This design comes from an exercise in tuning for small area on the open sky130 flow, not from production work.
The RTL was checked by simulation tests, not by an equivalence proof against the original design.
Power figures rest on the tool's default switching activity, not on a simulated workload.

## fastinput
module fastinput (
    input rst,
    input clk,
	input [3:0]CheckIO,
	input  receive,
    output write
);
wire RxDone;
wire is_cmd;
wire tx_done;
wire [3:0] q;
wire slot0;
reg WriteEnable;
reg acc_d1;          
reg acc_d2;
reg [4:0] m;         
reg [4:0] php;
reg hclr;
reg frz;
reg mstate;
reg nbit;
reg spend;
reg scarry;
reg [3:0] SumLo;
reg [3:0] SumHi;
wire accept = RxDone && !WriteEnable && is_cmd;
wire m16   = m[4] && !m[2];
wire m31   = m[4] && m[1] && m[0];
wire fresh = m[4] && !m[1] && m[0];    
wire [3:0] hbit;
wire [3:0] slbit;
wire ph0  = !php[4] && !php[3] && !php[1] && !php[0];    
wire dph0 = ph0 || (php[3:0] == 4'b0010);               
wire ph31 = (php == 5'd31);
Write2uart Write2uart(
	.Clk(clk),
	.Rst(rst),
	.Send_en(WriteEnable),
	.nbit(nbit),
	.uart_txd(write),
	.TX_Done(tx_done),
	.q(q),
	.slot0(slot0)
);
fastinput_in fastinput_in (
    .rst(rst),
    .clk(clk),
    .Fast(CheckIO),
    .ph0(ph0),
    .dph0(dph0),
    .sph(php[1:0]),
    .hclr(hclr),
    .frz(frz),
    .mstate(mstate),
    .accept(accept),
    .hbit(hbit),
    .slbit(slbit)
);
Receive2uart Receive2uart(
	.uart_rxd(receive),
	.Clk(clk),
	.Rst(rst),
	.is_cmd(is_cmd),
	.Rx_Done(RxDone)
);
always @(posedge clk or negedge rst) begin
	if (!rst) begin
		acc_d1 <= 1'b0;
		acc_d2 <= 1'b0;
	end else begin
		acc_d1 <= accept;
		acc_d2 <= acc_d1;
	end
end
always @(posedge clk or negedge rst) begin
	if (!rst)
		WriteEnable <= 1'b0;
	else if (acc_d2)
		WriteEnable <= 1'b1;
	else if (m16)
		WriteEnable <= 1'b0;
end
always @(posedge clk or negedge rst) begin
	if (!rst)
		m <= 5'd29;
	else if (tx_done)
		m <= (m + 1'b1) | {4'd0, fresh};
	else if (m16)
		m <= 5'd30;
end
wire unfz = (m == 5'd15) && q[3] && !q[2];
  ...
Size: roughly 290 flip-flops, roughly 8 I/O pins.
export LEC_CHECK = 0
export CAP_MARGIN = 20
export CORE_MARGIN = 2
export CORE_UTILIZATION = 60
export PLACE_DENSITY = 0.75
export SLEW_MARGIN = 20
create_clock -name core_clock -period 10.0 [get_ports {clk}]
standard.sh (not shown) runs the stock make flow with config.mk's settings and CLKGATE_MAP_FILE= SYNTH_SCRIPT=/design/flow/synth_recipe.tcl, a recipe that flattens the netlist after the stock synthesis.
==> flow/flow/run.sh <==
#!/bin/bash
# The standard layout (standard.sh) with these changes:
#  - synthesis: synth_recipe.tcl unchanged, except that ABC maps the logic
#    with the area-oriented mapping in flow/area.abc (amap) instead of abc_speed.script,
#    adders are left to ABC (no extract_fa, no Kogge-Stone carry map).
#    Registers are created and mapped exactly as in the standard synthesis.
#  - the port buffers that buffer_ports inserts are sky130_fd_sc_hd__buf_1
#    instead of the delay buffer it picks by default;
#  - clock tree synthesis clusters at most 11 flip-flops within 40 um per
#    sky130_fd_sc_hd__clkbuf_4 and adds no dummy loads.
# ORFS writes each step's log under orfs/logs; the make output goes to
# standard.log.
set -euo pipefail
here=$(cd "$(dirname "$0")" && pwd)

cat > synth_area.tcl <<EOS
proc abc {args} {
  set i [lsearch -exact \$args -script]
  if {\$i >= 0 && [string match *abc_speed.script [lindex \$args [expr {\$i + 1}]]]} {
    lset args [expr {\$i + 1}] $here/area.abc
  }
  puts "abc script: [lindex \$args [expr {\$i + 1}]]"
  yosys abc {*}\$args
}
proc extract_fa {args} { puts "extract_fa skipped" }
EOS
cat synth_recipe.tcl >> synth_area.tcl

export SYNTH_OPERATIONS_ARGS="-nordff"
export BUFFER_PORTS_ARGS="-buffer_cell sky130_fd_sc_hd__buf_1"
export CTS_ARGS="-sink_clustering_enable -sink_clustering_size 11 -sink_clustering_max_diameter 40 -buf_list sky130_fd_sc_hd__clkbuf_4 -dont_use_dummy_load"
bash standard.sh SYNTH_SCRIPT=$PWD/synth_area.tcl finish > standard.log 2>&1
==> flow/flow/area.abc <==
strash
dch -f
amap -F 8 -A 20 -C 1000
Next try:
--- a/flow/flow/run.sh
+++ b/flow/flow/run.sh
@@ -30,3 +30,3 @@
 export BUFFER_PORTS_ARGS="-buffer_cell sky130_fd_sc_hd__buf_1"
-export CTS_ARGS="-sink_clustering_enable -sink_clustering_size 11 -sink_clustering_max_diameter 40 -buf_list sky130_fd_sc_hd__clkbuf_4 -dont_use_dummy_load"
+export CTS_ARGS="-sink_clustering_enable -repair_clock_nets -sink_clustering_size 20 -sink_clustering_max_diameter 50 -buf_list sky130_fd_sc_hd__clkbuf_8 -dont_use_dummy_load"
 bash standard.sh SYNTH_SCRIPT=$PWD/synth_area.tcl finish > standard.log 2>&1
==> flow/flow/area.abc (replaced) <==
strash
dch -f
amap -F 4 -A 10
- CORE_UTILIZATION: 60 -> 40
- PLACE_DENSITY: 0.75 -> 0.6
Effect: The new run finished with timing, DRC and antenna clean; hold slack gets worse by 0.038 ns; cell count rose by about 10%; worst setup slack gets better by 0.065 ns; wire length barely changes; utilization fell by 21 points; count of clock-buffer cells in the layout fell by 13; global-route usage fell by 6.5 points; clock skew fell by 0.012 ns.

* * *

Setup of red:
Another version of the RTL of fastinput (not shown whole).
Size: roughly 300 flip-flops, roughly 8 I/O pins.
Settings: LEC_CHECK=0, CAP_MARGIN=20, CORE_MARGIN=2, CORE_UTILIZATION=40, CTS_BUF_LIST=sky130_fd_sc_hd__clkbuf_4, PLACE_DENSITY=0.6, SLEW_MARGIN=20; clock period 10.0 ns.
run.sh (not shown) runs the stock make flow with config.mk's settings and CLKGATE_MAP_FILE= SYNTH_SCRIPT=/design/flow/synth_recipe.tcl, a recipe that flattens the netlist after the stock synthesis.
Stock flow here: none of the scripts above is used.
[inputs] blue vs red
- a deleted CTS_BUF_LIST that had been sky130_fd_sc_hd__clkbuf_4
Compared with red, blue shows count of placed standard cells in the final layout, fillers left out lower by 82.
Relative to red, power density of the placed cells has increased by 4.5 nW/µm² in blue.
On total power of the final layout, the higher figure sits with blue, not red.
Edits applied to the flow inputs when going from blue to green:
- CTS_BUF_LIST: unset -> sky130_fd_sc_hd__clkbuf_8
Notes after the runs:
- green: all stages complete, timing, DRC and antenna checks passed
- Maximum vdd ir drop: blue and green compared, lower one is blue
- Diff blue -> green: fmax climbed 0.52%, clock skew climbed 0.030 ns, final total power dropped about 2%, synthesized netlist net count barely changed.
- green vs. blue: final max-slew violation count now sits at about the same level; combinational power share about even; number of buffers added by the clock tree synthesis step increased by 18 relative to the old numbers; total wire length after detailed routing now larger; part of the total power dissipated in sequential elements increased 1.2 points.

* * *

Another version of the RTL of fastinput (not shown whole).
Size in the first run: roughly 290 flip-flops, roughly 8 I/O pins, about 8200 um^2 of cells after synthesis.
Design fastinput, start of the top module:
module fastinput (
    input rst,
    input clk,
	input [3:0]CheckIO,
	input  receive,
    output write
);
wire RxDone;
wire is_cmd;
wire tx_done;
wire [3:0] q;
reg WriteEnable;
reg acc_d1;          
reg acc_d2;
reg [4:0] m;         
reg [4:0] php;
reg hclr;
reg frz;
reg mstate;
reg nbit;
reg [1:0] k;
reg [3:0] SumLo;
reg [3:0] SumHi;
wire accept = RxDone && !WriteEnable && is_cmd;
wire [3:0] hbit;
wire [3:0] slbit;
wire ph0  = (php == 5'd4);
wire dph0 = ph0 || (php == 5'd18);
wire ph31 = (php == 5'd31);
Write2uart Write2uart(
	.Clk(clk),
	.Rst(rst),
	.Send_en(WriteEnable),
	.nbit(nbit),
	.uart_txd(write),
	.TX_Done(tx_done),
	.q(q)
);
fastinput_in fastinput_in (
    .rst(rst),
    .clk(clk),
    .Fast(CheckIO),
    .ph0(ph0),
    .dph0(dph0),
    .sph(php[1:0]),
    .hclr(hclr),
    .frz(frz),
    .mstate(mstate),
    .accept(accept),
    .hbit(hbit),
    .slbit(slbit)
);
Receive2uart Receive2uart(
	.uart_rxd(receive),
	.Clk(clk),
	.Rst(rst),
	.is_cmd(is_cmd),
	.Rx_Done(RxDone)
);
always @(posedge clk or negedge rst) begin
	if (!rst) begin
		acc_d1 <= 1'b0;
		acc_d2 <= 1'b0;
	end else begin
		acc_d1 <= accept;
		acc_d2 <= acc_d1;
	end
end
always @(posedge clk or negedge rst) begin
	if (!rst)
		WriteEnable <= 1'b0;
	else if (acc_d2)
		WriteEnable <= 1'b1;
	else if (m == 5'd16)
		WriteEnable <= 1'b0;
end
wire fresh = (m == 5'd29);
always @(posedge clk or negedge rst) begin
	if (!rst)
		m <= 5'd29;
	else if (tx_done)
		m <= (m + 1'b1) | {4'd0, fresh};
	else if (m == 5'd16)
		m <= 5'd30;
end
wire unfz = (m == 5'd15) && q[3] && !q[2];
always @(posedge clk or negedge rst) begin
	if (!rst) begin
		php <= 5'd4;
		hclr <= 1'b1;
		frz <= 1'b0;
  ...
==> flow/config.mk <==
export PLATFORM = sky130hd
export DESIGN_NAME = fastinput
export DESIGN_NICKNAME = fastinput
export VERILOG_FILES = /design/flow/design.v
export SDC_FILE = /design/flow/constraint.sdc
export NUM_CORES = 4
export LEC_CHECK = 0
export CAP_MARGIN = 20
export CORE_MARGIN = 2
export CORE_UTILIZATION = 40
export PLACE_DENSITY = 0.6
export SLEW_MARGIN = 20
==> flow/constraint.sdc <==
create_clock -name core_clock -period 10.0 [get_ports {clk}]
set_input_delay 2.0000 -clock core_clock [delete_from_list [all_inputs] [get_ports {clk}]]
set_output_delay 2.0000 -clock core_clock [all_outputs]
set_load 0.01 [all_outputs]
standard.sh (not shown) runs the stock make flow with config.mk's settings and CLKGATE_MAP_FILE= SYNTH_SCRIPT=/design/flow/synth_recipe.tcl, a recipe that flattens the netlist after the stock synthesis.
==> flow/flow/run.sh <==
#!/bin/bash
set -euo pipefail
here=$(cd "$(dirname "$0")" && pwd)
export BUFFER_PORTS_ARGS="-buffer_cell sky130_fd_sc_hd__buf_1"
export CTS_ARGS="-sink_clustering_enable -repair_clock_nets -sink_clustering_size 10 -sink_clustering_max_diameter 40 -buf_list sky130_fd_sc_hd__clkbuf_4 -dont_use_dummy_load"
{
  echo "proc abc {args} {"
  echo "  set i [lsearch -exact \$args -script]"
  echo "  if {\$i >= 0 && [string match *abc_speed.script [lindex \$args [expr {\$i + 1}]]]} {"
  echo "    lset args [expr {\$i + 1}] $here/area.abc"
  echo "  }"
  echo "  puts \"abc with script: [lindex \$args [expr {\$i + 1}]]\""
  echo "  yosys abc {*}\$args"
  echo "}"
  echo "proc extract_fa {args} { puts \"extract_fa skipped\" }"
  cat synth_recipe.tcl
} > synth_area.tcl
export SYNTH_OPERATIONS_ARGS="-nordff"
bash standard.sh SYNTH_SCRIPT=$PWD/synth_area.tcl finish > standard.log 2>&1
==> flow/flow/area.abc <==
&get -n
&st
&dch
&nf -a
&put
Rerun with:
==> flow/flow/run.sh (replaced) <==
#!/bin/bash
# The standard layout (standard.sh) with these changes:
#  - synthesis: synth_recipe.tcl unchanged, except that ABC maps the logic
#    with the area-oriented script flow/area.abc instead of abc_speed.script,
#    adders are left to ABC (no extract_fa, no Kogge-Stone carry map).
#    Registers are created and mapped exactly as in the standard synthesis.
#  - the port buffers that buffer_ports inserts are sky130_fd_sc_hd__buf_1
#    instead of the delay buffer it picks by default;
#  - clock tree synthesis clusters at most 10 flip-flops within 40 um per
#    sky130_fd_sc_hd__clkbuf_4 and adds no dummy loads.
# ORFS writes each step's log under orfs/logs; the make output goes to
# standard.log.
set -euo pipefail
here=$(cd "$(dirname "$0")" && pwd)

cat > synth_area.tcl <<EOS
proc abc {args} {
  set i [lsearch -exact \$args -script]
  if {\$i >= 0 && [string match *abc_speed.script [lindex \$args [expr {\$i + 1}]]]} {
    lset args [expr {\$i + 1}] $here/area.abc
  }
  puts "abc script: [lindex \$args [expr {\$i + 1}]]"
  yosys abc {*}\$args
}
proc extract_fa {args} { puts "extract_fa skipped" }
EOS
cat synth_recipe.tcl >> synth_area.tcl

export SYNTH_OPERATIONS_ARGS="-nordff"
export BUFFER_PORTS_ARGS="-buffer_cell sky130_fd_sc_hd__buf_1"
export CTS_ARGS="-sink_clustering_enable -repair_clock_nets -sink_clustering_size 6 -sink_clustering_max_diameter 30 -buf_list sky130_fd_sc_hd__clkbuf_2 -dont_use_dummy_load"
bash standard.sh SYNTH_SCRIPT=$PWD/synth_area.tcl finish > standard.log 2>&1
==> flow/flow/area.abc (replaced) <==
strash
dch -f
amap -F 4 -A 10
Outcome: Area after synthesis is lower by 0.54%. Fmax is lower by 4.2%. Wire length is higher by 10%. Cell area is lower by 0.38%. Final cell count is higher by 8.6%. Sequential power barely changes. Die area is lower by 0.52%. Worst setup slack loses 0.14 ns.
Rerun with:
==> flow/flow/run.sh (replaced) <==
#!/bin/bash
set -euo pipefail
here=$(cd "$(dirname "$0")" && pwd)
export BUFFER_PORTS_ARGS="-buffer_cell sky130_fd_sc_hd__buf_1"
export CTS_ARGS="-sink_clustering_enable -repair_clock_nets -sink_clustering_size 12 -sink_clustering_max_diameter 40 -buf_list sky130_fd_sc_hd__clkbuf_4 -dont_use_dummy_load"
{
  echo "proc abc {args} {"
  echo "  set i [lsearch -exact \$args -script]"
  echo "  if {\$i >= 0 && [string match *abc_speed.script [lindex \$args [expr {\$i + 1}]]]} {"
  echo "    lset args [expr {\$i + 1}] $here/area.abc"
  echo "  }"
  echo "  yosys abc {*}\$args"
  echo "}"
  cat synth_recipe.tcl
} > synth_area.tcl
bash standard.sh SYNTH_SCRIPT=$PWD/synth_area.tcl finish > standard.log 2>&1
==> flow/flow/area.abc (replaced) <==
&get -n
&st
&dch
&nf -a
&put
Synthesized cell count falls by about 8%; clock power falls by about 3%; utilization hardly moves.

* * *

## run 1
Another version of the RTL of fastinput (not shown whole).
For scale: about 640 cells after synthesis, roughly 290 flip-flops.
==> flow/design.v (excerpt) <==
module fastinput (
    input rst,
    input clk,
	input [3:0]CheckIO,
	input  receive,
    output write
);
wire RxDone;
wire is_cmd;
wire tx_done;
wire [3:0] q;
reg WriteEnable;
reg acc_d1;          
reg acc_d2;
reg fresh;           
reg [4:0] m;         
reg [4:0] php;
reg hclr;
reg frz;
reg mstate;
reg nbit;
reg [1:0] k;
reg [3:0] SumLo;
reg [3:0] SumHi;
wire accept = RxDone && !WriteEnable && is_cmd;
wire [3:0] hbit;
wire [3:0] slbit;
wire ph0  = (php == 5'd4);
wire dph0 = ph0 || (php == 5'd18);
wire ph31 = (php == 5'd31);
Write2uart Write2uart(
	.Clk(clk),
	.Rst(rst),
	.Send_en(WriteEnable),
	.nbit(nbit),
	.uart_txd(write),
	.TX_Done(tx_done),
	.q(q)
);
fastinput_in fastinput_in (
    .rst(rst),
    .clk(clk),
    .Fast(CheckIO),
    .ph0(ph0),
    .dph0(dph0),
    .sph(php[1:0]),
    .hclr(hclr),
    .frz(frz),
    .mstate(mstate),
    .accept(accept),
    .hbit(hbit),
    .slbit(slbit)
);
Receive2uart Receive2uart(
	.uart_rxd(receive),
	.Clk(clk),
	.Rst(rst),
	.is_cmd(is_cmd),
	.Rx_Done(RxDone)
);
always @(posedge clk or negedge rst) begin
	if (!rst) begin
		acc_d1 <= 1'b0;
		acc_d2 <= 1'b0;
	end else begin
		acc_d1 <= accept;
		acc_d2 <= acc_d1;
	end
end
always @(posedge clk or negedge rst) begin
	if (!rst)
		WriteEnable <= 1'b0;
	else if (acc_d2)
		WriteEnable <= 1'b1;
	else if (m == 5'd16)
		WriteEnable <= 1'b0;
end
always @(posedge clk or negedge rst) begin
	if (!rst)
		m <= 5'd30;
  ...
Settings: LEC_CHECK=0, CAP_MARGIN=20, CORE_MARGIN=2, CORE_UTILIZATION=40, CTS_CLUSTER_DIAMETER=80, CTS_CLUSTER_SIZE=36, PLACE_DENSITY=0.6, SLEW_MARGIN=20; clock period 10.0 ns.
==> flow/flow/run.sh <==
#!/bin/bash
# The standard layout (standard.sh, unchanged synthesis and steps), with
# the port buffers that buffer_ports inserts made from sky130_fd_sc_hd__buf_1
# instead of the delay buffer it picks by default. ORFS writes each step's
# log under orfs/logs; the make output goes to standard.log.
set -euo pipefail
export BUFFER_PORTS_ARGS="-buffer_cell sky130_fd_sc_hd__buf_1"
bash standard.sh > standard.log 2>&1
Changes in run 2 relative to run 1:
==> flow/flow/run.sh <==
#!/bin/bash
set -euo pipefail
export BUFFER_PORTS_ARGS="-buffer_cell sky130_fd_sc_hd__buf_1"
export CTS_ARGS="-sink_clustering_enable -repair_clock_nets -sink_clustering_size 20 -sink_clustering_max_diameter 60 -buf_list sky130_fd_sc_hd__clkbuf_8 -dont_use_dummy_load"
bash standard.sh > standard.log 2>&1
--- a/flow/config.mk
+++ b/flow/config.mk
@@ -10,4 +10,4 @@
 export CORE_UTILIZATION = 40
-export CTS_CLUSTER_DIAMETER = 80
-export CTS_CLUSTER_SIZE = 36
+export CTS_CLUSTER_DIAMETER = 100
+export CTS_CLUSTER_SIZE = 30
 export PLACE_DENSITY = 0.6
[summary]
Status | run 2 and run 1 | clean
As far as proportion of final cell area spent on non-clock buffers is concerned, run 1 and run 2 perform about the same.
In run 2, sequential share of cell area is higher than in run 1.
Looking at total power, run 2 sits 4.5% below run 1.
Global routing usage on met3 on run 2 is up relative to run 1.
Global router's overall resource usage: run 2 vs run 1 up 0.22 points
When run 2 is set beside run 1, its register-to-register slack turns out to be 50 ps smaller.
Cmp run 2 vs run 1: part of the total power dissipated in the clock network lower in run 2
From run 1 to run 2 the numbers moved as follows: leakage power -about 1%, final worst slack went up by 11 ps.
#### Input delta (run 3 over run 2)
==> flow/flow/run.sh <==
#!/bin/bash
set -euo pipefail
export BUFFER_PORTS_ARGS="-buffer_cell sky130_fd_sc_hd__buf_1"
export CTS_ARGS="-sink_clustering_enable -repair_clock_nets -sink_clustering_size 10 -sink_clustering_max_diameter 40 -buf_list sky130_fd_sc_hd__clkbuf_4 -dont_use_dummy_load"
bash standard.sh > standard.log 2>&1
## What came out
- Run 3: PASS, flow complete, no timing, DRC or antenna violations
- Portion of total power attributed to sequential cells essentially unchanged between run 3 and run 2.
- Taking run 2 as the reference point, the setup slack after layout of run 3 falls by 43 ps.
- Between run 2 and run 3, the difference in total power is negligible.
[inputs] run 4 vs run 3
==> flow/flow/run.sh <==
#!/bin/bash
# The standard layout (standard.sh, unchanged synthesis and steps), with
# the port buffers that buffer_ports inserts made from sky130_fd_sc_hd__buf_1
# instead of the delay buffer it picks by default. ORFS writes each step's
# log under orfs/logs; the make output goes to standard.log.
set -euo pipefail
export BUFFER_PORTS_ARGS="-buffer_cell sky130_fd_sc_hd__buf_1"
bash standard.sh > standard.log 2>&1
## What came out
Of run 4 and run 3, the higher total met3 wirelength after detailed routing belongs to run 3. Lower clock slew at the register clock pins of the worst setup and hold paths was reported by run 3, not run 4. Compared with run 3, in run 4 worst-case setup margin in the final layout increased 39 ps, synthesized cell count stayed essentially flat. Compared with run 3, run 4 shows a clock tree skew after final layout that is 59 ps lower. Total power of run 4 is higher than that of run 3. Run 4 vs run 3 on number of levels the H-tree was split into: run 4 is the lower one. Going from run 3 to run 4, total power density per cell area grows by 2.6%.
Input changes introduced in run 5 (baseline for comparison: run 4):
==> flow/flow/run.sh <==
#!/bin/bash
set -euo pipefail
export BUFFER_PORTS_ARGS="-buffer_cell sky130_fd_sc_hd__buf_1"
export CTS_ARGS="-sink_clustering_enable -repair_clock_nets -sink_clustering_size 12 -sink_clustering_max_diameter 50 -buf_list {sky130_fd_sc_hd__clkbuf_4 sky130_fd_sc_hd__clkbuf_8} -dont_use_dummy_load"
bash standard.sh > standard.log 2>&1
Findings:
- Clock transition at the registers of the reported paths: higher on run 4
- On run 5: global-route usage is 0.60 points higher than what run 4 gave.
- On relative contribution of combinational cells to total power, the lower figure sits with run 5, not run 4.
- Summary of run 5 over run 4: detailed route wirelength on metal2 shows an increase of about 2%; core utilization of the finished layout grew by 0.44 points; minimum setup slack in the final design picked up an extra 22 ps.
## Diff of input files: run 6 against run 5
==> flow/flow/run.sh <==
#!/bin/bash
set -euo pipefail
export BUFFER_PORTS_ARGS="-buffer_cell sky130_fd_sc_hd__buf_1"
export CTS_ARGS="-sink_clustering_enable -repair_clock_nets -sink_clustering_size 12 -sink_clustering_max_diameter 50 -buf_list sky130_fd_sc_hd__clkbuf_4 -dont_use_dummy_load"
bash standard.sh > standard.log 2>&1
--- a/flow/config.mk
+++ b/flow/config.mk
@@ -7,2 +7,3 @@
 export LEC_CHECK = 0
+export ABC_CLOCK_PERIOD_IN_PS = 100000
 export CAP_MARGIN = 20
@@ -10,4 +11,2 @@
 export CORE_UTILIZATION = 40
-export CTS_CLUSTER_DIAMETER = 100
-export CTS_CLUSTER_SIZE = 30
 export PLACE_DENSITY = 0.6
==> comparison <==
- Relative to run 5, total power decreased by about 8% in run 6.
- Between run 5 and run 6, the flow reports final area decreasing by a few percent.
- There was hardly any difference in multiplexer area fraction after synthesis between run 5 and run 6.
- As far as clock sink count goes, run 6 and run 5 are indistinguishable; the numbers are identical.
- Diff run 5..run 6 | cell count after synthesis | unchanged
- For the final cycle utilization of the critical path, run 6 came in 0.94 points higher than run 5 did.
- From run 5 to run 6 the numbers moved as follows: detailed-route wire length saw a decrease, clock network power consumption saw a decrease.
- Run 6: done, clean on timing, DRC and antenna
- Looking at run 5 and run 6, the proportion of final cell area spent on non-clock buffers is a wash.
- The core of run 6 is less densely filled than that of run 5.

-- what the ideal ports hide --
Ports are ideal in the flow. The routed layouts listed here were re-timed in OpenROAD. Step 1 sets driving cells, clkbuf_16 on the clock port and buf_2 on the other inputs (assumed; they add their load-dependent delay and slew). Step 2 times the ports against the registers' clock, not the clock port: input delays grow and output delays shrink by t, the midpoint of the rising clock arrivals with the driver on. Slacks: ideal / step 1 / step 2; pairs: ideal / step 1.
run | t, ns | setup WS [ns] | clock arrival spread, ns | pins driven straight from the clock port
the first run of note 1 | 0.617 | 6.739 / 6.707 / 7.181 | 0.088 / 0.087 | 1
the second run of note 1 | 0.547 | 6.804 / 6.768 / 7.311 | 0.075 / 0.074 | 1
red | 0.669 | 6.270 / 6.233 / 6.902 | 0.043 / 0.042 | 1
blue | 0.581 | 6.371 / 6.329 / 6.910 | 0.015 / 0.014 | 1
green | 0.579 | 6.390 / 6.353 / 6.931 | 0.041 / 0.041 | 1
the first run of note 3 | 0.616 | 6.759 / 6.718 / 7.310 | 0.076 / 0.076 | 1
the second run of note 3 | 0.769 | 6.615 / 6.578 / 6.745 | 0.165 / 0.164 | 1
the third run of note 3 | 0.616 | 6.819 / 6.780 / 7.239 | 0.137 / 0.138 | 1
run 1 | 0.526 | 6.815 / 6.770 / 7.288 | 0.013 / 0.013 | 1
run 2 | 0.553 | 6.826 / 6.784 / 7.244 | 0.083 / 0.082 | 1
run 3 | 0.615 | 6.783 / 6.745 / 7.260 | 0.083 / 0.083 | 1
run 4 | 0.512 | 6.823 / 6.778 / 7.279 | 0.027 / 0.027 | 1
run 5 | 0.520 | 6.845 / 6.806 / 7.298 | 0.075 / 0.075 | 1
run 6 | 0.606 | 6.751 / 6.711 / 7.274 | 0.112 / 0.112 | 1
After both steps every run listed still meets setup and hold.
